Background: an optimization exercise with open tools, aiming at small area. Do not read the settings as production practice.
At most, simulation tests tie the RTL to the original design; equivalence was not proved.
The RTL of run 4 was laid out without a check of its function.
In every run shown here, the design's own scripts or RTL, not TritonCTS, make the clock network.
The clock input has no modelled driver; a real chip could not lean on it and would need a root buffer or a full tree.
Power figures rest on the tool's default switching activity, not on a simulated workload.

[flow/run.sh]
#!/bin/bash
set -euo pipefail
W=$PWD
{ head -n 1 synth_recipe.tcl; cat flow/abc_override.tcl; tail -n +2 synth_recipe.tcl; } > my_synth.tcl
sed "s#SYNTH_SCRIPT=[^ ]*#SYNTH_SCRIPT=$W/my_synth.tcl#" standard.sh > my_standard.sh
grep -q "SYNTH_SCRIPT=$W/my_synth.tcl" my_standard.sh
export MY_ABC_SCRIPT=$W/flow/area.abc
export BUFFER_PORTS_ARGS="-buffer_cell sky130_fd_sc_hd__buf_1"
export PRE_CTS_TCL=$W/flow/pre_cts.tcl
export MY_NBUF=8
export MY_BUFCELL=sky130_fd_sc_hd__clkbuf_4
export MY_ROOT=sky130_fd_sc_hd__clkbuf_4
bash my_standard.sh > standard.log 2>&1
[flow/abc_override.tcl]
# Map the combinational logic with an area-oriented ABC script (flow/area.abc)
# instead of ORFS's speed script; the flip-flops are mapped before ABC runs
# and are not touched by it.
proc abc {args} {
  set i [lsearch -exact $args -script]
  if {$i >= 0} {
    set args [lreplace $args [expr {$i + 1}] [expr {$i + 1}] $::env(MY_ABC_SCRIPT)]
  }
  puts "abc with script $::env(MY_ABC_SCRIPT)"
  yosys abc {*}$args
}
[flow/area.abc]
&get -n
&st
&dch -f
&nf -R 1000 -F 8 -A 4
&put
[flow/pre_cts.tcl]
# Clock tree by hand: the clock port drives MY_NBUF clock buffers (a power
# of two), each driving the flip-flops of one region of the placement,
# regions found by recursive bisection at the median.
set nbuf $::env(MY_NBUF)
set bufcell $::env(MY_BUFCELL)
set block [ord::get_db_block]
set db [ord::get_db]
set clk_net [$block findNet clk]
set master [$db findMaster $bufcell]
set items {}
foreach it [$clk_net getITerms] {
  set loc [[$it getInst] getLocation]
  lappend items [list [lindex $loc 0] [lindex $loc 1] $it]
}
proc bisect {items n} {
  if {$n <= 1} { return [list $items] }
  set xs [lsort -integer [lmap e $items {lindex $e 0}]]
  set ys [lsort -integer [lmap e $items {lindex $e 1}]]
  set dx [expr {[lindex $xs end] - [lindex $xs 0]}]
  set dy [expr {[lindex $ys end] - [lindex $ys 0]}]
  set idx [expr {$dx >= $dy ? 0 : 1}]
  set sorted [lsort -integer -index $idx $items]
  set half [expr {[llength $sorted] / 2}]
  set a [lrange $sorted 0 [expr {$half - 1}]]
  set b [lrange $sorted $half end]
  set m [expr {$n / 2}]
  return [concat [bisect $a $m] [bisect $b $m]]
}
set groups [bisect $items $nbuf]
# optional root buffer between the clock port and the leaf buffers
set root_net $clk_net
if {[info exists ::env(MY_ROOT)] && $::env(MY_ROOT) ne ""} {
  set rinst [odb::dbInst_create $block [$db findMaster $::env(MY_ROOT)] "clkbuf_man_root"]
  set root_net [odb::dbNet_create $block "clknet_man_root"]
  $root_net setSigType CLOCK
  [$rinst findITerm A] connect $clk_net
  [$rinst findITerm X] connect $root_net
  set rx 0; set ry 0
  foreach e $items { set rx [expr {$rx + [lindex $e 0]}]; set ry [expr {$ry + [lindex $e 1]}] }
  $rinst setLocation [expr {$rx / [llength $items]}] [expr {$ry / [llength $items]}]
  $rinst setPlacementStatus PLACED
}
set b 0
foreach grp $groups {
  set inst [odb::dbInst_create $block $master "clkbuf_man_$b"]
  set net [odb::dbNet_create $block "clknet_man_$b"]
  $net setSigType CLOCK
  set sx 0; set sy 0
  foreach e $grp {
    set it [lindex $e 2]
    $it disconnect
    $it connect $net
    set sx [expr {$sx + [lindex $e 0]}]
    set sy [expr {$sy + [lindex $e 1]}]
  }
  set cx [expr {$sx / [llength $grp]}]
  set cy [expr {$sy / [llength $grp]}]
  [$inst findITerm A] connect $root_net
  [$inst findITerm X] connect $net
  $inst setLocation $cx $cy
  $inst setPlacementStatus PLACED
  puts "manual clock buffer $b: [llength $grp] sinks at $cx $cy"
  incr b
}
detailed_placement
# the tree is complete: make clock_tree_synthesis only propagate the clock
rename clock_tree_synthesis orig_clock_tree_synthesis
proc clock_tree_synthesis {args} {
  puts "clock tree built by hand"
  set_propagated_clock [all_clocks]
}
[standard.sh]
#!/bin/bash
# synth_recipe.tcl (not shown) runs the flow's synth.tcl, then flattens the netlist and writes it again
# the make line also repeats each setting of config.mk as NAME=value (left out here)
make -C /OpenROAD-flow-scripts/flow DESIGN_CONFIG=/design/flow/config.mk WORK_HOME=/design/flow/orfs CLKGATE_MAP_FILE= SYNTH_SCRIPT=/design/flow/synth_recipe.tcl "${@:-finish}"
[config.mk]
export PLATFORM = sky130hd
export DESIGN_NAME = MultTop_seq
export DESIGN_NICKNAME = MultTop_seq
export VERILOG_FILES = /design/flow/design.v
export SDC_FILE = /design/flow/constraint.sdc
export NUM_CORES = 4
export LEC_CHECK = 0
export CAP_MARGIN = 20
export CORE_MARGIN = 2
export CORE_UTILIZATION = 60
export PLACE_DENSITY = 0.75
export SLEW_MARGIN = 20
[constraint.sdc]
create_clock -name core_clock -period 10.0 [get_ports {clk}]
set_input_delay 2.0000 -clock core_clock [delete_from_list [all_inputs] [get_ports {clk}]]
set_output_delay 2.0000 -clock core_clock [all_outputs]
set_load 0.01 [all_outputs]
[design.v]
`timescale 1ns / 1ps
module MultTop_seq(input wire clk, input wire reset, input wire m_enable,
                   input wire [7:0] a, input wire [7:0] b,
                   output wire [3:0] an, output wire [7:0] seg);
    reg  [3:0]  mc;
    reg         rv;       
    reg  [7:0]  ar;       
    reg  [15:0] p;        
    wire m_idle = (mc == 4'd0);
    wire m_done = (mc == 4'd5);
    wire m_first = (mc == 4'd1);
    wire [7:0] addend = ar & {8{p[0]}};
    wire [8:0] cy;
    wire [7:0] sm;
    assign cy[0] = 1'b0;
    genvar gi;
    generate for (gi = 0; gi < 8; gi = gi + 1) begin : rca
        assign sm[gi] = p[8+gi] ^ addend[gi] ^ cy[gi];
        assign cy[gi+1] = (p[8+gi] & addend[gi]) | (cy[gi] & (p[8+gi] ^ addend[gi]));
    end endgenerate
    wire [8:0] sum = {cy[8], sm};
    reg  [1:0]  ph;
    reg  [3:0]  ix;
    wire ph_a = (ph == 2'd1);
    wire ph_s = (ph == 2'd3);
    wire ix0 = (ix == 4'd0);
    wire ix15 = (ix == 4'd15);
    reg  [15:0] cp;       
    reg  [15:0] l;        
    wire c_idle = ~ph[0];
    reg         cz;       
    wire diff = cz ? (p != 16'd0) : (p != cp);
    wire cp_load = m_idle & rv & diff & (c_idle | (m_enable & ph_s & ix15));
    wire start = c_idle & rv & (m_first | diff);
    wire step = ph_s;
    wire clr = reset | (ph_s & ix0);
    wire sbit = cp[~ix] & ~reset;
    wire [15:0] li = clr ? 16'd0 : l;
    function [3:0] add3(input [3:0] d);
        add3 = {d[3] | (d[2] & (d[1] | d[0])),
                (d[3] & d[0]) | (d[2] & ~d[1] & ~d[0]),
                (d[3] & ~d[0]) | (~d[2] & d[1]) | (d[1] & d[0]),
                (d[3] & ~d[0]) | (~d[3] & ~d[2] & d[0]) | (d[2] & d[1] & ~d[0])};
    endfunction
    wire [15:0] la = {add3(li[15:12]), add3(li[11:8]), add3(li[7:4]), add3(li[3:0])};
    always @(posedge clk) begin
        if (reset) mc <= 4'd0;
        else if (m_idle) mc <= {3'd0, m_enable};
        else if (m_done) mc <= 4'd0;
        else mc <= {mc[2:0], mc[3] ^ mc[2] ^ ~|mc[2:0]};
    end
    always @(posedge clk) begin
        if (reset) rv <= 1'b0;
        else if (m_done) rv <= 1'b1;
        else if (m_first) rv <= 1'b0;
        else if (m_idle & m_enable) rv <= rv & diff & ph_s & ix15;
    end
    always @(posedge clk) begin
        if (m_idle) begin
            ar <= a;
            if (m_enable) p <= {8'd0, b};
        end else if (!m_done) begin
            p <= {sum, p[7:1]};
        end
    end
    always @(posedge clk) begin
        if (reset) begin
            ph <= 2'd0;
            ix <= 4'd0;
        end else begin
            if (c_idle) ph <= {1'b0, start};
            else if (ix15) ph <= {1'b1, ~ph[1]};
            if (ph[0]) ix <= ix + 4'd1;
        end
    end
    always @(posedge clk) begin
        if (cp_load) cp <= p;
        if (reset) cz <= 1'b1;
        else if (cp_load) cz <= 1'b0;
    end
    always @(posedge clk) begin
        if (step | reset) l <= {la[14:0], sbit};
    end
    reg [9:0] lo;
    reg [1:0] sel;
    reg       q;
    wire z9 = ~|lo[8:0];
    wire lend = lo[9] & z9;
    always @(posedge clk or posedge reset) begin
        if (reset) lo <= 10'd0;
        else lo <= {lo[8:0], lo[9] ^ lo[6] ^ z9};
    end
    wire sw = q | (lend & ~(&sel));
    wire [1:0] sel_n = reset ? 2'd0 : sel + {1'b0, sw};
    always @(posedge clk) begin
        sel <= sel_n;
        q <= lend & (&sel);
    end
    reg [3:0] d;
    reg [3:0] sv;
    wire capm = ph_a & ~ix0;
    wire holdm = ph[1];
    wire [1:0] idx = sel + {1'b0, sw | capm};
    reg [3:0] mx;
    always @(*) begin
        case (idx)
            2'd0: mx = l[3:0];
            2'd1: mx = l[7:4];
            2'd2: mx = l[11:8];
            default: mx = l[15:12];
        endcase
    end
    always @(posedge clk) begin
        if (capm) sv <= mx;
        if (reset) d <= 4'd0;
        else if (holdm) begin
            if (sw) d <= sv;
        end else if (sw | ~capm) d <= mx;
    end
    function [7:0] segdec(input [3:0] v);
        reg p7;
        begin
            p7 = ~v[1] & ~v[3] & (v[2] ^ v[0]);
            segdec = {p7,
                      v[2] & (v[1] ^ v[0]),
                      v[1] & ~v[2] & ~v[0],
                      p7 | (v[2] & v[1] & v[0]),
                      v[0] | (v[2] & ~v[1]),
                      ~v[3] & ((v[1] & v[0]) | (~v[2] & (v[1] | v[0]))),
                      ~v[3] & (v[2] ? (v[1] & v[0]) : ~v[1]),
                      ~(v[3] & (v[2] | v[1]))};
        end
    endfunction
    assign seg = segdec(d);
    assign an = ~(4'd1 << sel);
endmodule
==> summary.txt, run 1 <==
post-layout min period 4.04 ns; count of instances resized after the clock tree is built 0; start point of the critical path reset; number of I/O pins 31; Initial Util 0.613; ys flop type sky130_fd_sc_hd__edfxtp_1; worst min path class reg2reg; worst setup path end l[1]$_DFFE_PP_; M2 GR Usage 0.365; status finished clean; Slew headroom 0.498; post-route DRC violation count 0; number of design-rule violations left by the first detailed-router iteration 127; number of warnings issued by yosys 1; kind of start point of the critical path primary input; CP most frequent cell sky130_fd_sc_hd__nand2_1; hold path startpoint lo[5]$_DFF_PP0_; routed wire length per instance 15.0 um; share of cells above drive strength 1 0.0404; leakage power 1.58 nW; via count of the first global-routing pass 2,528; category of the critical setup timing path in2reg; Std-Cell Core Area 0.00668 mm^2; transition time at the pin with the least slew margin 0.745 ns; number of distinct library cells after synthesis 35; sum of net half-perimeters after detailed placement 5.20 mm; busiest metal layer after global routing met2; cell chain of the critical path buf_1, clkinv_1, o21a_1, nand2_1, nor2_1, nand2_1, o211ai_1; Routed Wire Length 7.12 mm; global-route wire length before repair 11.8 mm; mean area per synthesized cell 11.5 um^2; gate count after technology mapping 356; power density over cell area 205 mW/mm^2; row count 30; skew final 0.0184 ns; setup violation total in the final timing report 0; maximum VDD drop 0.141 mV; clock slew seen by the registers of the worst setup and hold paths 0.12 ns; peak clock frequency supported by timing 247 MHz; number of enable flip-flop cells after synthesis 60; number of max-slew violations in the final report 0; Setup Buffers After CTS 0; combined global-route utilization of all metal layers 0.195; Critical Path Fanout Max 20; synth-to-layout area growth 7.15%; antenna violations before repair 0; cell type with the largest total area after synthesis sky130_fd_sc_hd__edfxtp_1; RR Endpoint p[14]$_SDFFCE_PP0P_; share of synthesized area occupied by flip-flops and latches 0.594; met3 usage 0.0171; number of routed nets with antenna violations 0; final core occ 0.657; unrepaired setup endpoints after global routing no; Final Cell Area 0.00439 mm^2; number of buffers added on ports 30; Diodes inserted 0; Syn Std Cell Area 0.00410 mm^2; Synth Register Bits 89; max-capacitance violation count 0; crit share post-route 0.404; Hold-fix buffers, CTS 0; asr flop ratio synth 0.112; detailed-route via count 2,725; nature of the critical path endpoint flop; data arrival time of the critical path 4.20 ns; ratio of routed vias to standard cells 5.72; worst-path cell with the longest stage delay sky130_fd_sc_hd__clkinv_1; total nets after synthesis 391; cell area reported after detailed placement 0.00432 mm^2; pin count of the biggest net entering global routing 24; length of the first detailed-routing pass in iterations 6; WP data required 10.15 ns; final count of hold timing violations 0; routability congestion estimate 0.783; met1 global-route usage 0.249; setup TNS after final layout 0 ns; depth of the most critical reg-to-reg path 15; leading cell types by total area after synthesis sky130_fd_sc_hd__edfxtp_1, sky130_fd_sc_hd__dfxtp_1, sky130_fd_sc_hd__dfrtp_1; Die Width 86.6 um; GRT overflow 0; Synth top area share 0.440; worst r2r src p[0]$_DFFE_PP_; Total Die Area 0.00750 mm^2; clock latency (worst-skew pair) 0.43 ns; Register-to-Register Setup Slack 6.29 ns; worst stage delay on the critical path 0.64 ns; # nets final 433; die outline height 86.6 um
cells by family (layout without fill, tap and decap cells):
group | after synthesis | count (layout) | share of synthesized area
flops | 89 | 89 | 0.594
xor+xnor | 22 | 22 | 0.0470
buf+inv | 21 | 61 | 0.0192
mux | 10 | 10 | 0.0400
compound gates | 44 | 44 | 0.0699
simple gates | 154 | 154 | 0.168
fa+ha+maj | 16 | 16 | 0.0617
registers in the layout (all words and copies together), names as in the netlist:
name	cells
cp	16
l	16
p	16
lo	10
ar	8
d	4
ix	4
mc	4
sv	4
ph	2
sel	2
cz	1
q	1
rv	1
per-layer routing:
metal / share of wire / routed length [um]
met5: 0 / 0
met4: 0.013 / 93
met3: 0.039 / 280
met2: 0.51 / 3650
met1: 0.44 / 3100
final cells by class:
cell class,count,area (um^2)
Inverter,21,78.8
Fill cell,522,2290
Multi-Input combinational cell,246,1590
Sequential cell,89,2430
Tap cell,80,100
Buffer,9,67.6
Timing Repair Buffer,31,120
synthesized netlist by cell type (5+ instances only):
cell type,number
sky130_fd_sc_hd__o21ai_0,15
sky130_fd_sc_hd__nor3_1,7
sky130_fd_sc_hd__dfrtp_1,10
sky130_fd_sc_hd__mux4_2,5
sky130_fd_sc_hd__dfxtp_1,19
sky130_fd_sc_hd__fa_1,7
sky130_fd_sc_hd__clkinv_1,21
sky130_fd_sc_hd__a21oi_1,6
sky130_fd_sc_hd__nand4_1,6
sky130_fd_sc_hd__ha_1,9
sky130_fd_sc_hd__nor4_1,9
sky130_fd_sc_hd__and2_0,11
sky130_fd_sc_hd__xor2_1,19
sky130_fd_sc_hd__edfxtp_1,60
sky130_fd_sc_hd__nor2_1,62
sky130_fd_sc_hd__nand3_1,8
sky130_fd_sc_hd__nand2_1,40
where the power goes:
part	switching [mW]	internal, mW
sequential	0.0689	0.481
clock	0.101	0.0420
combinational	0.119	0.0854
total	0.289	0.609
critical path: cells and delay by family:
kind                   cells  cell delay [ns]
buffers and inverters      2             1.18
AOI/OAI and AO/OA          2             0.60
and+or+nand+nor            3             0.40
placed cells by master, fill, tap and decap left out, types with 9 or more instances in the layout:
cell,instances
sky130_fd_sc_hd__nor4_1,9
sky130_fd_sc_hd__buf_1,30
sky130_fd_sc_hd__o21ai_0,15
sky130_fd_sc_hd__dfxtp_1,19
sky130_fd_sc_hd__xor2_1,19
sky130_fd_sc_hd__nand2_1,40
sky130_fd_sc_hd__clkinv_1,21
sky130_fd_sc_hd__and2_0,11
sky130_fd_sc_hd__ha_1,9
sky130_fd_sc_hd__edfxtp_1,60
sky130_fd_sc_hd__nor2_1,62
sky130_fd_sc_hd__clkbuf_4,9
sky130_fd_sc_hd__dfrtp_1,10
worst min-delay path by stage:
stage | slack, ns | end | cells past startpoint
after floorplan | 0.35 | lo[6]$_DFF_PP0_ | 0
after global placement | 0.36 | lo[5]$_DFF_PP0_ | 0
after detailed placement | 0.36 | lo[3]$_DFF_PP0_ | 0
after CTS | 0.39 | lo[3]$_DFF_PP0_ | 0
after global routing | 0.39 | lo[6]$_DFF_PP0_ | 0
final | 0.38 | lo[6]$_DFF_PP0_ | 0
stage by stage:
step	power, mW	setup WS, ns	hold WS [ns]	instances
finish	0.898	5.96	0.379	476
global route	0.958	5.83	0.394	476
global placement	0.744	5.64	0.361	467
detailed placement	0.765	5.51	0.363	467
floorplan	0.691	6.34	0.354	356
CTS	0.906	5.97	0.385	476
==> run 2: changes to the inputs <==
==> flow/area.abc (replaced) <==
&get -n
&st
&dch -f
&nf -R 1000 -F 20 -A 20 -C 32
&put
--- a/config.mk
+++ b/config.mk
@@ -7,6 +7,6 @@
 export LEC_CHECK = 0
 export CAP_MARGIN = 20
 export CORE_MARGIN = 2
-export CORE_UTILIZATION = 60
-export PLACE_DENSITY = 0.75
+export CORE_UTILIZATION = 70
+export PLACE_DENSITY = 0.85
 export SLEW_MARGIN = 20
==> run 2 against run 1 <==
Compared with the run above: still clean; clock skew shrank 0.0080 ns; routed wire length grew 0.97%; sequential power shrank 6.0%; power shrank 7.9%; cell area shrank 0.31%; largest power group unchanged.
==> summary.txt, run 2 <==
status finished clean (unchanged); nature of the critical path endpoint flop (unchanged); fraction of the mapped netlist area in simple logic gates 0.155 (was 0.168); asr flop ratio synth 0.112 (unchanged); Worst Hold Slack 0.390 ns (was 0.379 ns); category of the critical setup timing path in2reg (unchanged); WP data required 10.19 ns (was 10.15 ns); number of routed nets with antenna violations 0 (unchanged); die outline height 80.5 um (was 86.6 um); data arrival time of the critical path 4.15 ns (was 4.20 ns); number of design-rule violations left by the first detailed-router iteration 224 (was 127); routed wire length per instance 15.8 um (was 15.0 um); total nets after synthesis 377 (was 391); antenna violations before repair 0 (unchanged); Synth Register Bits 89 (unchanged); Synth top area share 0.440 (about the same); row count 27 (was 30); transition time at the pin with the least slew margin 0.709 ns (was 0.745 ns); clock latency (worst-skew pair) 0.43 ns (about the same); count of instances resized after the clock tree is built 0 (unchanged); share of cells above drive strength 1 0.0524 (was 0.0404); Std-Cell Core Area 0.00557 mm^2 (was 0.00668 mm^2); GRT overflow 0 (unchanged); Regs by FF count cp x16, l x16, p x16 (unchanged); Total Die Area 0.00647 mm^2 (was 0.00750 mm^2); peak clock frequency supported by timing 253 MHz (was 247 MHz); Die Width 80.5 um (was 86.6 um); # nets final 419 (was 433); filler cell count in the final layout 354 (was 522); post-route DRC violation count 0 (unchanged); footprint of the flip-flops and latches 0.00243 mm^2 (unchanged); leading cell types by total area after synthesis sky130_fd_sc_hd__edfxtp_1, sky130_fd_sc_hd__dfxtp_1, sky130_fd_sc_hd__dfrtp_1 (unchanged); routability congestion estimate 0.797 (was 0.783); cell family contributing the most delay on the critical path buffers and inverters (unchanged); number of I/O pins 31 (unchanged); sum of net half-perimeters after detailed placement 5.31 mm (was 5.20 mm); number of enable flip-flop cells after synthesis 60 (unchanged); final count of hold timing violations 0 (unchanged); number of warnings issued by yosys 1 (unchanged); share of synthesized area occupied by flip-flops and latches 0.594 (about the same); ratio of routed vias to standard cells 5.93 (was 5.72); number of buffers added on ports 30 (unchanged); Critical Path Fanout Max 17 (was 20); cell type with the largest total area after synthesis sky130_fd_sc_hd__edfxtp_1 (unchanged); leading cell types by count after synthesis sky130_fd_sc_hd__edfxtp_1, sky130_fd_sc_hd__nor2_1, sky130_fd_sc_hd__nand2_1, sky130_fd_sc_hd__clkinv_1 (was sky130_fd_sc_hd__nor2_1, sky130_fd_sc_hd__edfxtp_1, sky130_fd_sc_hd__nand2_1, sky130_fd_sc_hd__clkinv_1); Syn Std Cell Area 0.00409 mm^2 (was 0.00410 mm^2); main combinational cell family by area after synthesis simple AND/OR/NAND/NOR gates (unchanged); detailed-route via count 2,692 (was 2,725); worst min path class reg2reg (unchanged); combined global-route utilization of all metal layers 0.235 (was 0.195); max-capacitance violation count 0 (unchanged); synth-to-layout area growth 6.91% (was 7.15%); clock slew seen by the registers of the worst setup and hold paths 0.12 ns (about the same); Routed Wire Length 7.19 mm (was 7.12 mm); setup TNS after final layout 0 ns (unchanged); post-layout min period 3.96 ns (was 4.04 ns); mean area per synthesized cell 12.0 um^2 (was 11.5 um^2); setup violation total in the final timing report 0 (unchanged); Setup Buffers After CTS 0 (unchanged); Final Cell Area 0.00438 mm^2 (was 0.00439 mm^2); unrepaired setup endpoints after global routing no (unchanged); mux cell area share after synthesis 0.0621 (was 0.0400); Initial Util 0.734 (was 0.613); share of synthesized cell area in full adder, half adder and majority cells 0.0618 (was 0.0617); power density over cell area 189 mW/mm^2 (was 205 mW/mm^2); kind of start point of the critical path primary input (unchanged); leakage power 1.55 nW (was 1.58 nW); pin count of the biggest net entering global routing 24 (unchanged); number of max-slew violations in the final report 0 (unchanged); cell chain of the critical path buf_1, clkinv_1, o21a_1, nand2_1, nor2_1, a211o_1 (was buf_1, clkinv_1, o21a_1, nand2_1, nor2_1, nand2_1, o211ai_1); complex-gate fraction of the synthesized area 0.0611 (was 0.0699); number of distinct library cells after synthesis 36 (was 35); Diodes inserted 0 (unchanged); maximum VDD drop 0.157 mV (was 0.141 mV); Hold-fix buffers, CTS 0 (unchanged); skew final 0.0104 ns (was 0.0184 ns); gate count after technology mapping 342 (was 356); crit share post-route 0.396 (was 0.404); via count of the first global-routing pass 2,641 (was 2,528); Slew headroom 0.523 (was 0.498); area share of xor/xnor cells in the synthesized design 0.0471 (was 0.0470); worst stage delay on the critical path 0.62 ns (was 0.64 ns); length of the first detailed-routing pass in iterations 4 (was 6); total area of multi-input combinational cells 0.00159 mm^2 (unchanged); worst-path cell with the longest stage delay sky130_fd_sc_hd__clkinv_1 (unchanged); ys flop type sky130_fd_sc_hd__edfxtp_1 (unchanged); worst path bufs/invs 2 (unchanged); global-route wire length before repair 11.8 mm (about the same); cell area reported after detailed placement 0.00431 mm^2 (was 0.00432 mm^2); most frequent cells in the layout sky130_fd_sc_hd__nor2_1, sky130_fd_sc_hd__edfxtp_1, sky130_fd_sc_hd__nand2_1 (unchanged)
[run 2: changes by cell type after synthesis, moves of 4 or more]
cell                       previous run  this run
sky130_fd_sc_hd__xnor2_1              3        19
sky130_fd_sc_hd__xor2_1              19         3
sky130_fd_sc_hd__nand2_1             40        34
sky130_fd_sc_hd__a222oi_1             4         0
sky130_fd_sc_hd__mux4_2               5         9
sky130_fd_sc_hd__nand3_1              8         4
[run 2: report_power, final]
group / internal (mW) / switching (mW) / leakage (nW)
logic: 0.0688 / 0.0964 / 0.651
clock network: 0.0420 / 0.102 / 0.0414
registers: 0.464 / 0.0529 / 0.861
total: 0.575 / 0.251 / 1.55
[run 2: cell type report]
class / count / area share
inverters: 20 / 0.0172
flip-flops and latches: 89 / 0.556
plain buffers: 9 / 0.0154
well taps: 72 / 0.0206
multi-input cells: 233 / 0.363
repair buffers: 31 / 0.0275
[run 2: final timing paths]
kind / startpoint / slack, ns / cells after the start / end
hold reg to reg: lo[5]$_DFF_PP0_ / 0.39 / 0 / lo[6]$_DFF_PP0_
hold / removal: lo[5]$_DFF_PP0_ / 0.39 / 0 / lo[6]$_DFF_PP0_
max in group asynchronous: reset / 7.91 / 2 / lo[2]$_DFF_PP0_
setup reg to reg: p[0]$_DFFE_PP_ / 6.24 / 15 / p[14]$_SDFFCE_PP0P_
setup / recovery: reset / 6.04 / 6 / l[1]$_DFFE_PP_
min in group asynchronous: reset / 1.82 / 2 / lo[8]$_DFF_PP0_
[run 2: routing by layer]
layer	share of wire	global-route usage
met1	0.42	0.303
met3	0.042	0.0180
met2	0.51	0.433
met4	0.029	0.0559
met5	0	0
[run 2: per-stage QoR]
stage               std cells  worst slack [ns]  power, mW   util
global placement          445              5.69      0.678  0.773
detailed placement        445              5.58      0.693  0.773
floorplan                 342              6.34      0.635      -
global route              454              5.76      0.877  0.785
finish                    454              6.04      0.827  0.785
CTS                       454              6.04      0.829  0.785
[run 2: kinds of logic (layout without fill, tap and decap cells)]
kind of cell	Yosys count	after routing
flops	89	89
mux	14	14
buf+inv	20	60
compound gates	39	39
xor+xnor	22	22
simple gates	142	142
fa+ha+maj	16	16
[run 2: worst reg2reg max path, delay by kind of cell, from the launching register on]
family / cells / cell delay, ns
simple gates: 2 / 0.27
buf+inv: 5 / 0.36
flops: 1 / 0.58
fa+ha+maj: 8 / 2.30
==> run 3: changes to the inputs <==
==> flow/area.abc (replaced) <==
&get -n
&st
&dch -f
&nf -R 1000 -F 8 -A 4
&put
--- a/config.mk
+++ b/config.mk
@@ -5,8 +5,8 @@
 export SDC_FILE = /design/flow/constraint.sdc
 export NUM_CORES = 4
 export LEC_CHECK = 0
-export CAP_MARGIN = 20
+export CAP_MARGIN = 0
 export CORE_MARGIN = 2
 export CORE_UTILIZATION = 70
 export PLACE_DENSITY = 0.85
-export SLEW_MARGIN = 20
+export SLEW_MARGIN = 0
==> run 3 against run 2 <==
Compared with the run above: first-iteration DRC count is 6.3% higher; largest cell class unchanged; routed wire length is 3.3% lower; critical endpoint is now l[5]$_DFFE_PP_; critical path type unchanged; power up 7.7%; clock skew hardly changed.
==> summary.txt, run 3 <==
clock latency (worst-skew pair) 0.41 ns (was 0.43 ns); met3 usage 0.0180 (unchanged); number of I/O pins 31 (unchanged); final count of hold timing violations 0 (unchanged); cell area reported after detailed placement 0.00431 mm^2 (about the same); Critical Path Fanout Max 20 (was 17); pin count of the biggest net entering global routing 24 (unchanged); leading cell types by count after synthesis sky130_fd_sc_hd__nor2_1, sky130_fd_sc_hd__edfxtp_1, sky130_fd_sc_hd__nand2_1, sky130_fd_sc_hd__clkinv_1 (was sky130_fd_sc_hd__edfxtp_1, sky130_fd_sc_hd__nor2_1, sky130_fd_sc_hd__nand2_1, sky130_fd_sc_hd__clkinv_1); row count 27 (unchanged); routed wire length per instance 14.9 um (was 15.8 um); power density over cell area 203 mW/mm^2 (was 189 mW/mm^2); asr flop ratio synth 0.112 (unchanged); busiest metal layer after global routing met2 (unchanged); cell family contributing the most delay on the critical path buffers and inverters (unchanged); area share of xor/xnor cells in the synthesized design 0.0470 (was 0.0471); ratio of routed vias to standard cells 5.85 (was 5.93); detailed-route via count 2,739 (was 2,692); total nets after synthesis 391 (was 377); post-route DRC violation count 0 (unchanged); worst min path class reg2reg (unchanged); combinational share of power 0.226 (was 0.200); number of design-rule violations left by the first detailed-router iteration 238 (was 224); maximum VDD drop 0.145 mV (was 0.157 mV); mean area per synthesized cell 11.5 um^2 (was 12.0 um^2); Setup Buffers After CTS 0 (unchanged); skew final 0.0102 ns (was 0.0104 ns); Total Die Area 0.00648 mm^2 (was 0.00647 mm^2); die outline height 80.5 um (about the same); Slew headroom 0.499 (was 0.523); WP data required 10.16 ns (was 10.19 ns); leading cell types by total area after synthesis sky130_fd_sc_hd__edfxtp_1, sky130_fd_sc_hd__dfxtp_1, sky130_fd_sc_hd__dfrtp_1 (unchanged); GRT overflow 0 (unchanged); antenna violations before repair 0 (unchanged); ys flop type sky130_fd_sc_hd__edfxtp_1 (unchanged); number of enable flip-flop cells after synthesis 60 (unchanged); most common cell after layout, fill and taps aside sky130_fd_sc_hd__nor2_1; Synth Register Bits 89 (unchanged); via count of the first global-routing pass 2,612 (was 2,641); main combinational cell family by area after synthesis simple AND/OR/NAND/NOR gates (unchanged); peak clock frequency supported by timing 254 MHz (was 253 MHz); Initial Util 0.735 (was 0.734); number of max-slew violations in the final report 0 (unchanged); number of buffers added on ports 30 (unchanged); CP most frequent cell sky130_fd_sc_hd__nand2_1; cell chain of the critical path buf_1, clkinv_1, o21a_1, nand2_1, nor2_1, nand2_1, o211ai_1 (was buf_1, clkinv_1, o21a_1, nand2_1, nor2_1, a211o_1); most frequently used cell type in the post-synthesis netlist sky130_fd_sc_hd__nor2_1; category of the critical setup timing path in2reg (unchanged); share of cells above drive strength 1 0.0404 (was 0.0524); length of the first detailed-routing pass in iterations 4 (unchanged); worst stage delay on the critical path 0.62 ns (about the same); clock slew seen by the registers of the worst setup and hold paths 0.10 ns (was 0.12 ns); transition time at the pin with the least slew margin 0.744 ns (was 0.709 ns); global-route wire length before repair 11.6 mm (was 11.8 mm); Syn Std Cell Area 0.00410 mm^2 (was 0.00409 mm^2); combined global-route utilization of all metal layers 0.227 (was 0.235); complex-gate fraction of the synthesized area 0.0699 (was 0.0611); switch share 0.318 (was 0.304); routability congestion estimate 0.801 (was 0.797); Std-Cell Core Area 0.00557 mm^2 (unchanged); Synth top area share 0.440 (about the same); # nets final 433 (was 419); max-capacitance violation count 0 (unchanged); data arrival time of the critical path 4.09 ns (was 4.15 ns); worst hold stages 0 (unchanged); internal power 0.607 mW (was 0.575 mW); leakage power 1.58 nW (was 1.55 nW); gate count after technology mapping 356 (was 342); met1 global-route usage 0.292 (was 0.303); most frequent cells in the layout sky130_fd_sc_hd__nor2_1, sky130_fd_sc_hd__edfxtp_1, sky130_fd_sc_hd__nand2_1 (unchanged); post-layout min period 3.93 ns (was 3.96 ns); sum of net half-perimeters after detailed placement 5.14 mm (was 5.31 mm); Die Width 80.5 um (about the same); fraction of the mapped netlist area in simple logic gates 0.168 (was 0.155); count of instances resized after the clock tree is built 0 (unchanged); number of routed nets with antenna violations 0 (unchanged); depth of the most critical reg-to-reg path 15 (unchanged); nature of the critical path endpoint flop (unchanged); status finished clean (unchanged); unrepaired setup endpoints after global routing no (unchanged); setup TNS after final layout 0 ns (unchanged); Final Cell Area 0.00438 mm^2 (about the same); Regs by FF count cp x16, l x16, p x16 (unchanged); Hold-fix buffers, CTS 0 (unchanged); crit share post-route 0.393 (was 0.396); worst path bufs/invs 2 (unchanged); cell type with the largest total area after synthesis sky130_fd_sc_hd__edfxtp_1 (unchanged); M2 GR Usage 0.422 (was 0.433); mux cell area share after synthesis 0.0400 (was 0.0621); synth-to-layout area growth 6.90% (was 6.91%); number of warnings issued by yosys 1 (unchanged); net switching component of the power 0.283 mW (was 0.251 mW); Diodes inserted 0 (unchanged); worst-path cell with the longest stage delay sky130_fd_sc_hd__clkinv_1 (unchanged); number of distinct library cells after synthesis 35 (was 36); setup violation total in the final timing report 0 (unchanged); kind of start point of the critical path primary input (unchanged); sequential fraction of design power 0.616 (was 0.626); Routed Wire Length 6.95 mm (was 7.19 mm); clock share of power 0.158 (was 0.174); share of synthesized area occupied by flip-flops and latches 0.594 (about the same); share of synthesized cell area in full adder, half adder and majority cells 0.0617 (was 0.0618); logic depth of the worst setup path including buffers 7 (was 6)
==> run 3: cell count changes after synthesis, moves of 4 or more <==
cell                       delta
sky130_fd_sc_hd__xor2_1      +16
sky130_fd_sc_hd__nand3_1      +4
sky130_fd_sc_hd__xnor2_1     -16
sky130_fd_sc_hd__a222oi_1     +4
sky130_fd_sc_hd__mux4_2       -4
sky130_fd_sc_hd__nand2_1      +6
==> run 3: layout make-up <==
type / instances / area (um^2)
well taps: 72 / 90.1
plain buffers: 9 / 67.6
repair buffers: 31 / 120
fillers: 357 / 1190
inverters: 21 / 78.8
multi-input cells: 246 / 1590
flip-flops and latches: 89 / 2430
==> run 3: final timing paths <==
check / start / end / slack [ns]
worst max-delay path: reset / l[5]$_DFFE_PP_ / 6.07
worst min-delay path: lo[4]$_DFF_PP0_ / lo[5]$_DFF_PP0_ / 0.39
worst max register to register: p[0]$_DFFE_PP_ / p[14]$_SDFFCE_PP0P_ / 6.37
worst min register to register: lo[4]$_DFF_PP0_ / lo[5]$_DFF_PP0_ / 0.39
max in group asynchronous: reset / lo[3]$_DFF_PP0_ / 7.91
min in group asynchronous: reset / lo[1]$_DFF_PP0_ / 1.84
==> run 3: worst reg2reg max path, delay by kind of cell (launching register included) <==
kind	cells	cell delay, ns
buf+inv	5	0.34
flops	1	0.56
simple gates	2	0.24
fa+ha+maj	8	2.23
==> run 3: per-stage QoR <==
| step | power, mW | cells | worst slack [ns] | utilization | hold WS [ns] |
|---|---|---|---|---|---|
| 6_report | 0.890 | 468 | 6.07 | 0.786 | 0.388 |
| 2_1_floorplan | 0.691 | 356 | 6.34 | - | 0.354 |
| 5_1_grt | 0.951 | 468 | 5.79 | 0.786 | 0.398 |
| 3_3_place_gp | 0.745 | 459 | 5.73 | 0.774 | 0.360 |
| 4_1_cts | 0.899 | 468 | 6.11 | 0.786 | 0.388 |
| 3_5_place_dp | 0.761 | 459 | 5.65 | 0.774 | 0.360 |
==> run 3: cell families after synthesis <==
logic type,after synthesis
and+or+nand+nor,154
AOI/OAI and AO/OA,44
adders and majority gates,16
DFF,89
xor gates and xnor gates,22
buffers and inverters,21
muxes,10
==> run 3: per-layer routing <==
metal,vias up,wire length (um)
li1,1360,-
met1,1307,3060
met2,61,3530
met3,11,215
met4,0,141
met5,-,0
==> run 3: power by group through the flow <==
stage               Combinational, mW  Clock, mW  Sequential [mW]
finish                          0.201      0.141            0.548
floorplan                       0.155          0            0.536
detailed placement              0.204          0            0.557
CTS                             0.205      0.146            0.549
global placement                0.192          0            0.554
global route                    0.234      0.157            0.559
==> run 4: changes to the inputs <==
--- a/design.v
+++ b/design.v
@@ -15,8 +15,7 @@
     assign cy[0] = 1'b0;
     genvar gi;
     generate for (gi = 0; gi < 8; gi = gi + 1) begin : rca
-        assign sm[gi] = p[8+gi] ^ addend[gi] ^ cy[gi];
-        assign cy[gi+1] = (p[8+gi] & addend[gi]) | (cy[gi] & (p[8+gi] ^ addend[gi]));
+        assign {cy[gi+1], sm[gi]} = p[8+gi] + addend[gi] + cy[gi];
     end endgenerate
     wire [8:0] sum = {cy[8], sm};
     reg  [1:0]  ph;
--- a/config.mk
+++ b/config.mk
@@ -5,8 +5,8 @@
 export SDC_FILE = /design/flow/constraint.sdc
 export NUM_CORES = 4
 export LEC_CHECK = 0
-export CAP_MARGIN = 0
+export CAP_MARGIN = 20
 export CORE_MARGIN = 2
 export CORE_UTILIZATION = 70
 export PLACE_DENSITY = 0.85
-export SLEW_MARGIN = 0
+export SLEW_MARGIN = 20
==> run 4 against run 3 <==
Compared with the run above: register-to-register slack worse by 0.65 ns; sequential share of layout area about the same; via count up 0.29%; global-route usage up 0.089 points; clock power about the same; sequential power about the same; sequential cell count unchanged; synthesized area about the same; critical path depth up 4; largest cell class unchanged; still clean on timing, DRC and antenna; cell count down 1.3%; power up 0.28%; first-iteration DRC count down 16%.
==> summary.txt, run 4 <==
cell area reported after detailed placement 0.00432 mm^2 (was 0.00431 mm^2); most frequently used cell type in the post-synthesis netlist sky130_fd_sc_hd__edfxtp_1 (was sky130_fd_sc_hd__nor2_1); worst hold stages 0 (unchanged); via count of the first global-routing pass 2,614 (was 2,612); placement-stage worst setup slack 5.49 ns (was 5.65 ns); final count of hold timing violations 0 (unchanged); final instance count without filler cells 462 (was 468); crit share post-route 0.428 (was 0.393); CP most frequent cell sky130_fd_sc_hd__fa_1 (was sky130_fd_sc_hd__nand2_1); worst min path class reg2reg (unchanged); GRT overflow 0 (unchanged); most common cell after layout, fill and taps aside sky130_fd_sc_hd__edfxtp_1 (was sky130_fd_sc_hd__nor2_1); Hold-fix buffers, CTS 0 (unchanged); number of buffers added on ports 30 (unchanged); depth of the most critical reg-to-reg path 11 (was 15); leading cell types by total area after synthesis sky130_fd_sc_hd__edfxtp_1, sky130_fd_sc_hd__dfxtp_1, sky130_fd_sc_hd__dfrtp_1 (unchanged); number of enable flip-flop cells after synthesis 60 (unchanged); pin count of the biggest net entering global routing 21 (was 24); kind of start point of the critical path flop (was primary input); worst-path cell with the longest stage delay sky130_fd_sc_hd__edfxtp_1 (was sky130_fd_sc_hd__clkinv_1); Std-Cell Core Area 0.00557 mm^2 (unchanged); maximum VDD drop 0.162 mV (was 0.145 mV); mux cell area share after synthesis 0.0400 (about the same); Slew headroom 0.487 (was 0.499); fraction of the mapped netlist area in simple logic gates 0.171 (was 0.168); sum of net half-perimeters after detailed placement 5.18 mm (was 5.14 mm); unrepaired setup endpoints after global routing no (unchanged); combined global-route utilization of all metal layers 0.228 (was 0.227); RR Endpoint p[14]$_SDFFCE_PP0P_ (unchanged); cell family contributing the most delay on the critical path adder cells (was buffers and inverters); Total Die Area 0.00649 mm^2 (was 0.00648 mm^2); Synth Register Bits 89 (unchanged); detailed-route via count 2,747 (was 2,739); mean area per synthesized cell 11.7 um^2 (was 11.5 um^2); Final Cell Area 0.00438 mm^2 (about the same); area share of xor/xnor cells in the synthesized design 0.0513 (was 0.0470); max-capacitance violation count 0 (unchanged); number of design-rule violations left by the first detailed-router iteration 201 (was 238); number of routed nets with antenna violations 0 (unchanged); hold path startpoint lo[1]$_DFF_PP0_ (was lo[4]$_DFF_PP0_); final core occ 0.786 (about the same); cell type with the largest total area after synthesis sky130_fd_sc_hd__edfxtp_1 (unchanged); number of I/O pins 31 (unchanged); ratio of routed vias to standard cells 5.95 (was 5.85); placed instance count 453 (was 459); most frequent cells in the layout sky130_fd_sc_hd__edfxtp_1, sky130_fd_sc_hd__nor2_1, sky130_fd_sc_hd__nand2_1 (was sky130_fd_sc_hd__nor2_1, sky130_fd_sc_hd__edfxtp_1, sky130_fd_sc_hd__nand2_1); Regs by FF count cp x16, l x16, p x16 (unchanged); setup TNS after final layout 0 ns (unchanged); worst path setup slack after routing 5.72 ns (was 6.07 ns); count of instances resized after the clock tree is built 0 (unchanged); post-route DRC violation count 0 (unchanged); share of synthesized area occupied by flip-flops and latches 0.593 (was 0.594); Routed Wire Length 7.25 mm (was 6.95 mm); transition time at the pin with the least slew margin 0.762 ns (was 0.744 ns); antenna violations before repair 0 (unchanged); Initial Util 0.736 (was 0.735); total design power 0.893 mW (was 0.890 mW); global-route wire length before repair 11.7 mm (was 11.6 mm); routed wire length per instance 15.7 um (was 14.9 um); worst path bufs/invs 1 (was 2); nature of the critical path endpoint flop (unchanged); hold-critical path endpoint lo[2]$_DFF_PP0_ (was lo[5]$_DFF_PP0_); number of warnings issued by yosys 1 (unchanged); Synth top area share 0.439 (was 0.440); worst r2r src p[0]$_DFFE_PP_ (unchanged); complex-gate fraction of the synthesized area 0.0696 (was 0.0699); power density over cell area 204 mW/mm^2 (was 203 mW/mm^2); category of the critical setup timing path reg2reg (was in2reg); Syn Std Cell Area 0.00410 mm^2 (about the same); main combinational cell family by area after synthesis simple AND/OR/NAND/NOR gates (unchanged); status finished clean (unchanged); gate count after technology mapping 350 (was 356); data arrival time of the critical path 4.54 ns (was 4.09 ns); cell chain of the critical path and2_0, ha_1, fa_1, fa_1, fa_1, fa_1, fa_1, fa_1, clkinv_1, fa_1, nor2_1 (was buf_1, clkinv_1, o21a_1, nand2_1, nor2_1, nand2_1, o211ai_1); number of distinct library cells after synthesis 34 (was 35); number of max-slew violations in the final report 0 (unchanged); die outline height 80.5 um (about the same); peak clock frequency supported by timing 234 MHz (was 254 MHz); length of the first detailed-routing pass in iterations 5 (was 4); Diodes inserted 0 (unchanged); leading cell types by count after synthesis sky130_fd_sc_hd__edfxtp_1, sky130_fd_sc_hd__nor2_1, sky130_fd_sc_hd__nand2_1, sky130_fd_sc_hd__xor2_1, sky130_fd_sc_hd__dfxtp_1 (was sky130_fd_sc_hd__nor2_1, sky130_fd_sc_hd__edfxtp_1, sky130_fd_sc_hd__nand2_1, sky130_fd_sc_hd__clkinv_1); total nets after synthesis 385 (was 391); # nets final 427 (was 433); share of synthesized cell area in full adder, half adder and majority cells 0.0616 (was 0.0617); Die Width 80.5 um (about the same); post-layout min period 4.28 ns (was 3.93 ns); clock latency (worst-skew pair) 0.43 ns (was 0.41 ns); skew final 0.0119 ns (was 0.0102 ns); Register-to-Register Setup Slack 5.72 ns (was 6.37 ns); asr flop ratio synth 0.112 (unchanged); clock slew seen by the registers of the worst setup and hold paths 0.11 ns (was 0.10 ns); row count 27 (unchanged); Worst Hold Slack 0.389 ns (was 0.388 ns); WP data required 10.26 ns (was 10.16 ns); setup violation total in the final timing report 0 (unchanged); Critical Path Fanout Max 11 (was 20); worst stage delay on the critical path 0.55 ns (was 0.62 ns); leakage power 1.59 nW (was 1.58 nW); ys flop type sky130_fd_sc_hd__edfxtp_1 (unchanged); share of cells above drive strength 1 0.0410 (was 0.0404); start point of the critical path p[0]$_DFFE_PP_ (was reset); synth-to-layout area growth 6.90% (about the same); routability congestion estimate 0.817 (was 0.801); Setup Buffers After CTS 0 (unchanged)
run 4: logic make-up after synthesis:
group           Yosys count
buf+inv                  14
simple gates            153
flops                    89
fa+ha+maj                16
mux                      10
xor+xnor                 24
compound gates           44
run 4: how the worst max path moves through the flow:
stage	to	slack, ns	cells after the start
after global placement	l[1]$_DFFE_PP_	5.64	7
final	p[14]$_SDFFCE_PP0P_	5.72	11
after detailed placement	l[5]$_DFFE_PP_	5.49	7
after global routing	p[14]$_SDFFCE_PP0P_	5.53	11
after floorplan	p[14]$_SDFFCE_PP0P_	5.96	11
after CTS	p[14]$_SDFFCE_PP0P_	5.68	11
run 4: cell type report:
class,instances,area [um^2]
sequential,89,2430
multi-input combinational,247,1620
fill,362,1190
timing repair buffer,31,120
tap,72,90.1
buffer,9,67.6
inverter,14,52.6
run 4: worst register-to-register path: stages, from the launching register on:
cell and delay [ns]:
sky130_fd_sc_hd__edfxtp_1 0.55, sky130_fd_sc_hd__and2_0 0.22, sky130_fd_sc_hd__ha_1 0.20, sky130_fd_sc_hd__fa_1 0.41, sky130_fd_sc_hd__fa_1 0.42, sky130_fd_sc_hd__fa_1 0.43, sky130_fd_sc_hd__fa_1 0.43, sky130_fd_sc_hd__fa_1 0.42
sky130_fd_sc_hd__fa_1 0.42, sky130_fd_sc_hd__clkinv_1 0.08, sky130_fd_sc_hd__fa_1 0.41, sky130_fd_sc_hd__nor2_1 0.12
run 4: power breakdown:
group | internal [mW] | switching, mW | total [mW] | leakage, nW
combinational | 0.0847 | 0.115 | 0.199 | 0.682
sequential | 0.481 | 0.0682 | 0.549 | 0.864
clock | 0.0420 | 0.102 | 0.144 | 0.0414
total | 0.608 | 0.285 | 0.893 | 1.59
run 4: metal layers:
metal	vias to the layer above	GRT usage	wire length, um
li1	1339	-	-
met1	1326	0.295	3140
met2	70	0.419	3680
met3	12	0.0191	301
met4	0	0.0508	123
met5	-	0	0
==> run 5: changes to the inputs <==
--- a/design.v
+++ b/design.v
@@ -15,7 +15,8 @@
     assign cy[0] = 1'b0;
     genvar gi;
     generate for (gi = 0; gi < 8; gi = gi + 1) begin : rca
-        assign {cy[gi+1], sm[gi]} = p[8+gi] + addend[gi] + cy[gi];
+        assign sm[gi] = p[8+gi] ^ addend[gi] ^ cy[gi];
+        assign cy[gi+1] = (p[8+gi] & addend[gi]) | (cy[gi] & (p[8+gi] ^ addend[gi]));
     end endgenerate
     wire [8:0] sum = {cy[8], sm};
     reg  [1:0]  ph;
@@ -63,14 +64,10 @@
         end
     end
     always @(posedge clk) begin
-        if (reset) begin
-            ph <= 2'd0;
-            ix <= 4'd0;
-        end else begin
-            if (c_idle) ph <= {1'b0, start};
-            else if (ix15) ph <= {1'b1, ~ph[1]};
-            if (ph[0]) ix <= ix + 4'd1;
-        end
+        if (reset) ph <= 2'd0;
+        else if (c_idle) ph <= {1'b0, start};
+        else if (ix15) ph <= {1'b1, ~ph[1]};
+        ix <= ph[0] ? ix + 4'd1 : 4'd0;
     end
     always @(posedge clk) begin
         if (cp_load) cp <= p;
==> run 5 against run 4 <==
Compared with the run above: still clean on timing, DRC and antenna; critical path depth fell by 6; routed wire length fell by 3.7%; die area fell by 0.50%; sequential cell count did not move; synthesized area fell by 0.52%; cell count rose by 0.87%; cell area fell by 0.49%; register-to-register slack improved by 0.61 ns; critical path type is now reg2out; highest routed layer unchanged.
==> summary.txt, run 5 <==
transition time at the pin with the least slew margin 0.708 ns (was 0.762 ns); # nets final 431 (was 427); antenna violations before repair 0 (unchanged); ratio of routed vias to standard cells 5.84 (was 5.95); number of I/O pins 31 (unchanged); Worst Hold Slack 0.386 ns (was 0.389 ns); gate count after technology mapping 354 (was 350); setup TNS after final layout 0 ns (unchanged); share of cells above drive strength 1 0.0406 (was 0.0410); category of the critical setup timing path reg2out (was reg2reg); length of the first detailed-routing pass in iterations 4 (was 5); detailed-route via count 2,720 (was 2,747); WP data required 8.00 ns (was 10.26 ns); placed instance count 457 (was 453); setup violation total in the final timing report 0 (unchanged); count of instances resized after the clock tree is built 0 (unchanged); Slew headroom 0.523 (was 0.487); power density over cell area 201 mW/mm^2 (was 204 mW/mm^2); number of routed nets with antenna violations 0 (unchanged); worst-path cell with the longest stage delay sky130_fd_sc_hd__dfxtp_1 (was sky130_fd_sc_hd__edfxtp_1); worst min path class reg2reg (unchanged); hold path startpoint lo[5]$_DFF_PP0_ (was lo[1]$_DFF_PP0_); data arrival time of the critical path 1.75 ns (was 4.54 ns); clock slew seen by the registers of the worst setup and hold paths 0.12 ns (was 0.11 ns); cell family contributing the most delay on the critical path flip-flops (was adder cells); synth-to-layout area growth 6.93% (was 6.90%); sum of net half-perimeters after detailed placement 5.22 mm (was 5.18 mm); Syn Std Cell Area 0.00408 mm^2 (was 0.00410 mm^2); final instance count without filler cells 466 (was 462); ys flop type sky130_fd_sc_hd__edfxtp_1 (unchanged); worst stage delay on the critical path 0.51 ns (was 0.55 ns); routed wire length per instance 15.0 um (was 15.7 um); number of warnings issued by yosys 1 (unchanged); clock latency (worst-skew pair) 0.42 ns (was 0.43 ns); leading cell types by count after synthesis sky130_fd_sc_hd__nor2_1, sky130_fd_sc_hd__edfxtp_1, sky130_fd_sc_hd__nand2_1, sky130_fd_sc_hd__clkinv_1, sky130_fd_sc_hd__dfxtp_1 (was sky130_fd_sc_hd__edfxtp_1, sky130_fd_sc_hd__nor2_1, sky130_fd_sc_hd__nand2_1, sky130_fd_sc_hd__xor2_1, sky130_fd_sc_hd__dfxtp_1); Synth Register Bits 89 (unchanged); nature of the critical path endpoint output pin (was flop); row count 27 (unchanged); most frequent cells in the layout sky130_fd_sc_hd__nor2_1, sky130_fd_sc_hd__edfxtp_1, sky130_fd_sc_hd__nand2_1 (was sky130_fd_sc_hd__edfxtp_1, sky130_fd_sc_hd__nor2_1, sky130_fd_sc_hd__nand2_1); Setup Buffers After CTS 0 (unchanged); leakage power 1.58 nW (was 1.59 nW); Synth top area share 0.442 (was 0.439); number of enable flip-flop cells after synthesis 60 (unchanged); number of distinct library cells after synthesis 35 (was 34); routability congestion estimate 0.818 (was 0.817); via count of the first global-routing pass 2,644 (was 2,614); start point of the critical path d[2]$_SDFFE_PP0P_ (was p[0]$_DFFE_PP_); Routed Wire Length 6.98 mm (was 7.25 mm); number of max-slew violations in the final report 0 (unchanged); most frequently used cell type in the post-synthesis netlist sky130_fd_sc_hd__nor2_1 (was sky130_fd_sc_hd__edfxtp_1); filler cell count in the final layout 351 (was 362); total nets after synthesis 389 (was 385); Diodes inserted 0 (unchanged); post-layout min period 3.75 ns (was 4.28 ns); mean area per synthesized cell 11.5 um^2 (was 11.7 um^2); peak clock frequency supported by timing 266 MHz (was 234 MHz); unrepaired setup endpoints after global routing no (unchanged); Critical Path Fanout Max 9 (was 11); status finished clean (unchanged); post-route DRC violation count 0 (unchanged); most common cell after layout, fill and taps aside sky130_fd_sc_hd__nor2_1 (was sky130_fd_sc_hd__edfxtp_1); cell chain of the critical path nor2_1, or3_1, a21oi_1, a31o_1, buf_1 (was and2_0, ha_1, fa_1, fa_1, fa_1, fa_1, fa_1, fa_1, clkinv_1, fa_1, nor2_1); global-route wire length before repair 11.5 mm (was 11.7 mm); final core occ 0.782 (was 0.786); share of synthesized area occupied by flip-flops and latches 0.596 (was 0.593); Total Die Area 0.00645 mm^2 (was 0.00649 mm^2); asr flop ratio synth 0.112 (unchanged); number of buffers added on ports 30 (unchanged); Regs by FF count cp x16, l x16, p x16 (unchanged); Hold-fix buffers, CTS 0 (unchanged); final count of hold timing violations 0 (unchanged); worst r2r src p[0]$_DFFE_PP_ (unchanged); number of design-rule violations left by the first detailed-router iteration 113 (was 201); Std-Cell Core Area 0.00557 mm^2 (unchanged); worst path bufs/invs 1 (unchanged); maximum VDD drop 0.151 mV (was 0.162 mV); cell type with the largest total area after synthesis sky130_fd_sc_hd__edfxtp_1 (unchanged); skew final 0.0111 ns (was 0.0119 ns); crit share post-route 0.375 (was 0.428); GRT overflow 0 (unchanged); kind of start point of the critical path flop (unchanged); Initial Util 0.732 (was 0.736); combined global-route utilization of all metal layers 0.226 (was 0.228); leading cell types by total area after synthesis sky130_fd_sc_hd__edfxtp_1, sky130_fd_sc_hd__dfxtp_1, sky130_fd_sc_hd__dfrtp_1 (unchanged); pin count of the biggest net entering global routing 24 (was 21); Die Width 80.3 um (was 80.5 um); die outline height 80.3 um (was 80.5 um); max-capacitance violation count 0 (unchanged)
## run 5: cell count changes after synthesis, moves of 2 or more
cell	change
sky130_fd_sc_hd__clkinv_1	+7
sky130_fd_sc_hd__nand4_1	-2
sky130_fd_sc_hd__nor2_1	+3
sky130_fd_sc_hd__and2_0	-5
sky130_fd_sc_hd__a21oi_1	-2
sky130_fd_sc_hd__xor2_1	-2
sky130_fd_sc_hd__nand2_1	+6
## run 5: power by group
part / leakage (nW) / internal, mW / switching, mW
logic: 0.675 / 0.0780 / 0.113
clock network: 0.0414 / 0.0420 / 0.101
registers: 0.863 / 0.480 / 0.0651
## run 5: worst register-to-register path: cells and delay by family (launching register included)
kind / cells / cell delay [ns]
flip-flops: 1 / 0.58
adder cells (fa/ha/maj): 8 / 2.24
AND/OR/NAND/NOR: 2 / 0.24
buffers and inverters: 5 / 0.35
## run 5: through the flow
step	total power [mW]	worst slack, ns	cell area [um^2]
finish	0.878	6.25	4360
CTS	0.884	6.22	4360
global placement	0.731	5.89	4290
detailed placement	0.745	5.81	4290
global route	0.933	6.01	4360
floorplan	0.678	6.34	4080
## run 5: kinds of logic (layout without fill, tap and decap cells)
group | Yosys count | in the layout | share of synthesized area
AOI/OAI and AO/OA | 43 | 43 | 0.0693
xor gates and xnor gates | 21 | 21 | 0.0451
adders and majority gates | 16 | 16 | 0.0620
buffers and inverters | 21 | 61 | 0.0193
DFF | 89 | 89 | 0.596
muxes | 9 | 9 | 0.0377
and+or+nand+nor | 155 | 155 | 0.170
## run 5: worst paths after layout
check / to / slack (ns) / cells past startpoint
min: lo[6]$_DFF_PP0_ / 0.39 / 0
max reg2reg: p[14]$_SDFFCE_PP0P_ / 6.33 / 15
max: seg[4] / 6.25 / 5
min reg2reg: lo[6]$_DFF_PP0_ / 0.39 / 0
min in group asynchronous: lo[7]$_DFF_PP0_ / 1.75 / 2
max in group asynchronous: lo[4]$_DFF_PP0_ / 8.01 / 2
## run 5: final cells by class
cell class / count / area, um^2 / area share
plain buffers: 9 / 67.6 / 0.0155
inverters: 21 / 78.8 / 0.0181
multi-input cells: 244 / 1570 / 0.361
flip-flops and latches: 89 / 2430 / 0.558
well taps: 72 / 90.1 / 0.0207
repair buffers: 31 / 120 / 0.0275
## run 5: per-layer routing
layer / wire length [um] / up-vias / global-route usage
met1: 2920 / 1296 / 0.275
met3: 237 / 12 / 0.0157
li1: - / 1350 / -
met5: 0 / - / 0
met2: 3680 / 62 / 0.432
met4: 149 / 0 / 0.0610
==> run 6: changes to the inputs <==
--- a/flow/run.sh
+++ b/flow/run.sh
@@ -8,6 +8,6 @@
 export BUFFER_PORTS_ARGS="-buffer_cell sky130_fd_sc_hd__buf_1"
 export PRE_CTS_TCL=$W/flow/pre_cts.tcl
 export MY_NBUF=8
-export MY_BUFCELL=sky130_fd_sc_hd__clkbuf_4
-export MY_ROOT=sky130_fd_sc_hd__clkbuf_4
+export MY_BUFCELL=sky130_fd_sc_hd__inv_4
+export MY_ROOT=sky130_fd_sc_hd__inv_2
 bash my_standard.sh > standard.log 2>&1
--- a/flow/pre_cts.tcl
+++ b/flow/pre_cts.tcl
@@ -7,6 +7,12 @@
 set db [ord::get_db]
 set clk_net [$block findNet clk]
 set master [$db findMaster $bufcell]
+# the output pin of a buffer or inverter cell
+proc out_pin {m} {
+  foreach mt [$m getMTerms] {
+    if {[$mt getIoType] eq "OUTPUT"} { return [$mt getName] }
+  }
+}
 set items {}
 foreach it [$clk_net getITerms] {
   set loc [[$it getInst] getLocation]
@@ -34,7 +40,7 @@
   set root_net [odb::dbNet_create $block "clknet_man_root"]
   $root_net setSigType CLOCK
   [$rinst findITerm A] connect $clk_net
-  [$rinst findITerm X] connect $root_net
+  [$rinst findITerm [out_pin [$db findMaster $::env(MY_ROOT)]]] connect $root_net
   set rx 0; set ry 0
   foreach e $items { set rx [expr {$rx + [lindex $e 0]}]; set ry [expr {$ry + [lindex $e 1]}] }
   $rinst setLocation [expr {$rx / [llength $items]}] [expr {$ry / [llength $items]}]
@@ -56,7 +62,7 @@
   set cx [expr {$sx / [llength $grp]}]
   set cy [expr {$sy / [llength $grp]}]
   [$inst findITerm A] connect $root_net
-  [$inst findITerm X] connect $net
+  [$inst findITerm [out_pin $master]] connect $net
   $inst setLocation $cx $cy
   $inst setPlacementStatus PLACED
   puts "manual clock buffer $b: [llength $grp] sinks at $cx $cy"
@@ -69,3 +75,8 @@
   puts "clock tree built by hand"
   set_propagated_clock [all_clocks]
 }
+# the hand-built tree may use inverter pairs; keep them as built
+rename repair_clock_inverters orig_repair_clock_inverters
+proc repair_clock_inverters {args} {
+  puts "clock inverters kept as built"
+}
==> run 6 against run 5 <==
Compared with the run above: sequential power about the same; still clean; setup slack got worse by 0.069 ns; via count increased by 0.55%; critical path type is now in2reg; first-iteration DRC count increased by 21%; cell area decreased by 0.32%; worst hold slack improved by 0.0085 ns; critical endpoint is now l[1]$_DFFE_PP_; combinational power about the same; synthesized cell count unchanged; die area unchanged; largest cell class unchanged.
==> summary.txt, run 6 <==
status finished clean (unchanged); clock latency (worst-skew pair) 0.35 ns (was 0.42 ns); mean area per synthesized cell 11.5 um^2 (unchanged); most common cell after layout, fill and taps aside sky130_fd_sc_hd__nor2_1 (unchanged); main combinational cell family by area after synthesis simple AND/OR/NAND/NOR gates (unchanged); Hold-fix buffers, CTS 0 (unchanged); mux cell area share after synthesis 0.0377 (unchanged); gate count after technology mapping 354 (unchanged); count of instances resized after the clock tree is built 0 (unchanged); ys flop type sky130_fd_sc_hd__edfxtp_1 (unchanged); global-route wire length before repair 11.6 mm (was 11.5 mm); Slew headroom 0.524 (was 0.523); depth of the most critical reg-to-reg path 15 (unchanged); data arrival time of the critical path 3.92 ns (was 1.75 ns); share of synthesized area occupied by flip-flops and latches 0.596 (unchanged); total nets after synthesis 389 (unchanged); die outline height 80.3 um (unchanged); Syn Std Cell Area 0.00408 mm^2 (unchanged); # nets final 431 (unchanged); routed wire length per instance 15.0 um (about the same); synth-to-layout area growth 6.60% (was 6.93%); Diodes inserted 0 (unchanged); Critical Path Fanout Max 20 (was 9); total area of multi-input combinational cells 0.00157 mm^2 (unchanged); CP most frequent cell sky130_fd_sc_hd__nand2_1; maximum VDD drop 0.142 mV (was 0.151 mV); share of cells above drive strength 1 0.0406 (unchanged); cell chain of the critical path buf_1, clkinv_1, o21a_1, nand2_1, nor2_1, nand2_1, o211ai_1 (was nor2_1, or3_1, a21oi_1, a31o_1, buf_1); worst-path cell with the longest stage delay sky130_fd_sc_hd__clkinv_1 (was sky130_fd_sc_hd__dfxtp_1); fraction of the mapped netlist area in simple logic gates 0.170 (unchanged); asr flop ratio synth 0.112 (unchanged); length of the first detailed-routing pass in iterations 4 (unchanged); number of enable flip-flop cells after synthesis 60 (unchanged); row count 27 (unchanged); Die Width 80.3 um (unchanged); number of I/O pins 31 (unchanged); hold path startpoint lo[7]$_DFF_PP0_ (was lo[5]$_DFF_PP0_); skew final 0.00950 ns (was 0.0111 ns); hold-critical path endpoint lo[8]$_DFF_PP0_ (was lo[6]$_DFF_PP0_); setup violation total in the final timing report 0 (unchanged); number of warnings issued by yosys 1 (unchanged); cell type with the largest total area after synthesis sky130_fd_sc_hd__edfxtp_1 (unchanged); nature of the critical path endpoint flop (was output pin); pin count of the biggest net entering global routing 24 (unchanged); worst stage delay on the critical path 0.54 ns (was 0.51 ns); cell area reported after detailed placement 0.00429 mm^2 (unchanged); max-capacitance violation count 0 (unchanged); final core occ 0.780 (was 0.782); kind of start point of the critical path primary input (was flop); leading cell types by total area after synthesis sky130_fd_sc_hd__edfxtp_1, sky130_fd_sc_hd__dfxtp_1, sky130_fd_sc_hd__dfrtp_1 (unchanged); area share of xor/xnor cells in the synthesized design 0.0451 (unchanged); setup TNS after final layout 0 ns (unchanged); unrepaired setup endpoints after global routing no (unchanged); worst min path class reg2reg (unchanged); most frequent cells in the layout sky130_fd_sc_hd__nor2_1, sky130_fd_sc_hd__edfxtp_1, sky130_fd_sc_hd__nand2_1 (unchanged); number of routed nets with antenna violations 0 (unchanged); crit share post-route 0.382 (was 0.375); category of the critical setup timing path in2reg (was reg2out); Synth Register Bits 89 (unchanged); most frequently used cell type in the post-synthesis netlist sky130_fd_sc_hd__nor2_1 (unchanged); Initial Util 0.732 (unchanged); WP data required 10.09 ns (was 8.00 ns); number of design-rule violations left by the first detailed-router iteration 137 (was 113); final count of hold timing violations 0 (unchanged); placement-stage worst setup slack 5.81 ns (unchanged); peak clock frequency supported by timing 262 MHz (was 266 MHz); leading cell types by count after synthesis sky130_fd_sc_hd__nor2_1, sky130_fd_sc_hd__edfxtp_1, sky130_fd_sc_hd__nand2_1, sky130_fd_sc_hd__clkinv_1, sky130_fd_sc_hd__dfxtp_1 (unchanged); footprint of the flip-flops and latches 0.00243 mm^2 (unchanged); leakage power 1.58 nW (about the same); worst r2r src p[0]$_DFFE_PP_ (unchanged); post-layout min period 3.82 ns (was 3.75 ns); Routed Wire Length 7.01 mm (was 6.98 mm); number of max-slew violations in the final report 0 (unchanged); via count of the first global-routing pass 2,656 (was 2,644); share of synthesized cell area in full adder, half adder and majority cells 0.0620 (unchanged); Worst Hold Slack 0.394 ns (was 0.386 ns); number of buffers added on ports 30 (unchanged); clock slew seen by the registers of the worst setup and hold paths 0.12 ns (about the same); RR Endpoint p[14]$_SDFFCE_PP0P_ (unchanged); Std-Cell Core Area 0.00557 mm^2 (unchanged); worst path setup slack after routing 6.18 ns (was 6.25 ns); post-route DRC violation count 0 (unchanged); filler cell count in the final layout 360 (was 351); Regs by FF count cp x16, l x16, p x16 (unchanged); power density over cell area 200 mW/mm^2 (was 201 mW/mm^2); combined global-route utilization of all metal layers 0.227 (was 0.226); GRT overflow 0 (unchanged); Total Die Area 0.00645 mm^2 (unchanged); Setup Buffers After CTS 0 (unchanged); transition time at the pin with the least slew margin 0.707 ns (was 0.708 ns); routability congestion estimate 0.818 (unchanged); Register-to-Register Setup Slack 6.35 ns (was 6.33 ns); sum of net half-perimeters after detailed placement 5.22 mm (unchanged); worst hold stages 0 (unchanged); Synth top area share 0.442 (unchanged); Final Cell Area 0.00435 mm^2 (was 0.00436 mm^2); complex-gate fraction of the synthesized area 0.0693 (unchanged); detailed-route via count 2,735 (was 2,720); number of distinct library cells after synthesis 35 (unchanged); ratio of routed vias to standard cells 5.87 (was 5.84); antenna violations before repair 0 (unchanged)
-- run 6: cell types whose count changed in the layout (fill, tap and decap cells not counted) --
| cell | change |
|---|---|
| sky130_fd_sc_hd__clkbuf_4 | -9 |
| sky130_fd_sc_hd__inv_2 | +1 |
| sky130_fd_sc_hd__inv_4 | +8 |
-- run 6: cell type report --
class                           count  area share
Sequential cell                    89       0.559
Inverter                           30      0.0305
Tap cell                           72      0.0207
Timing Repair Buffer               31      0.0276
Multi-Input combinational cell    244       0.362
-- run 6: layer usage --
metal,vias up,part of all wire,GRT usage
met5,-,0,0
met4,0,0.026,0.0644
met3,14,0.031,0.0157
met2,56,0.52,0.433
met1,1316,0.42,0.276
li1,1349,-,-
-- run 6: through the flow --
step | cells | power (mW)
after detailed placement | 457 | 0.745
after CTS | 466 | 0.875
after global routing | 466 | 0.925
after global placement | 457 | 0.731
final | 466 | 0.871
after floorplan | 354 | 0.678
-- run 6: worst max-delay path: cells and delay by family --
family	cells	cell delay, ns
buffers and inverters	2	0.96
AOI/OAI and AO/OA	2	0.56
and+or+nand+nor	3	0.40
-- run 6: logic make-up (layout without fill, tap and decap cells) --
| kind of cell | Yosys count | count (layout) |
|---|---|---|
| AND/OR/NAND/NOR | 155 | 155 |
| flip-flops | 89 | 89 |
| AO/OA/AOI/OAI | 43 | 43 |
| XOR/XNOR | 21 | 21 |
| buffers and inverters | 21 | 61 |
| adder cells (fa/ha/maj) | 16 | 16 |
| multiplexers | 9 | 9 |
-- run 6: how the worst max path moves through the flow --
stage	start	to	slack [ns]	depth (start not counted)
2_1_floorplan	m_enable	cp[0]$_DFFE_PP_	6.34	2
3_3_place_gp	reset	l[1]$_DFFE_PP_	5.89	7
3_5_place_dp	reset	l[1]$_DFFE_PP_	5.81	7
4_1_cts	reset	l[1]$_DFFE_PP_	6.18	7
5_1_grt	reset	l[5]$_DFFE_PP_	5.94	7
6_report	reset	l[1]$_DFFE_PP_	6.18	7
-- run 6: power by group --
part           switching [mW]  internal (mW)  total (mW)
combinational           0.113         0.0779       0.190
clock                   0.121         0.0150       0.136
sequential             0.0647          0.480       0.544

## port drivers added, routing unchanged
In the flow no input, the clock included, has a driving cell. The finished layouts below were timed again as built, in two steps. Step 1, drivers: a clkbuf_16 drives clk and a buf_2 each remaining input, both assumed. Step 2, shift: input delay + t, output delay - t, t = (earliest + latest rising clock arrival at the registers) / 2. This alone moves slack from input paths to output paths. a / b / c = ideal / step 1 / step 2; a / b = the first two.
run	shift t [ns]	slack for setup (ns)	worst hold slack (ns)	worst setup path at the end	worst slew at a driven data input, ns
run 1	0.443	5.957 / 5.956 / 5.514	0.379 / 0.379 / 0.379	input to register	0.03
run 2	0.446	6.045 / 6.043 / 5.597	0.390 / 0.390 / 0.390	input to register	0.04
run 3	0.434	6.069 / 6.065 / 5.631	0.388 / 0.388 / 0.388	input to register	0.03
run 4	0.449	5.717 / 5.717 / 5.496	0.389 / 0.389 / 0.389	input to register	0.03
run 5	0.445	6.245 / 6.218 / 5.807	0.386 / 0.386 / 0.386	input to register	0.03
run 6	0.372	6.176 / 6.182 / 5.810	0.394 / 0.394 / 0.394	input to register	0.03
After both steps every run listed still meets setup and hold. For run 2, which loses most, drivers alone change the setup slack by -0.002 ns; drivers and shift together by -0.448 ns.
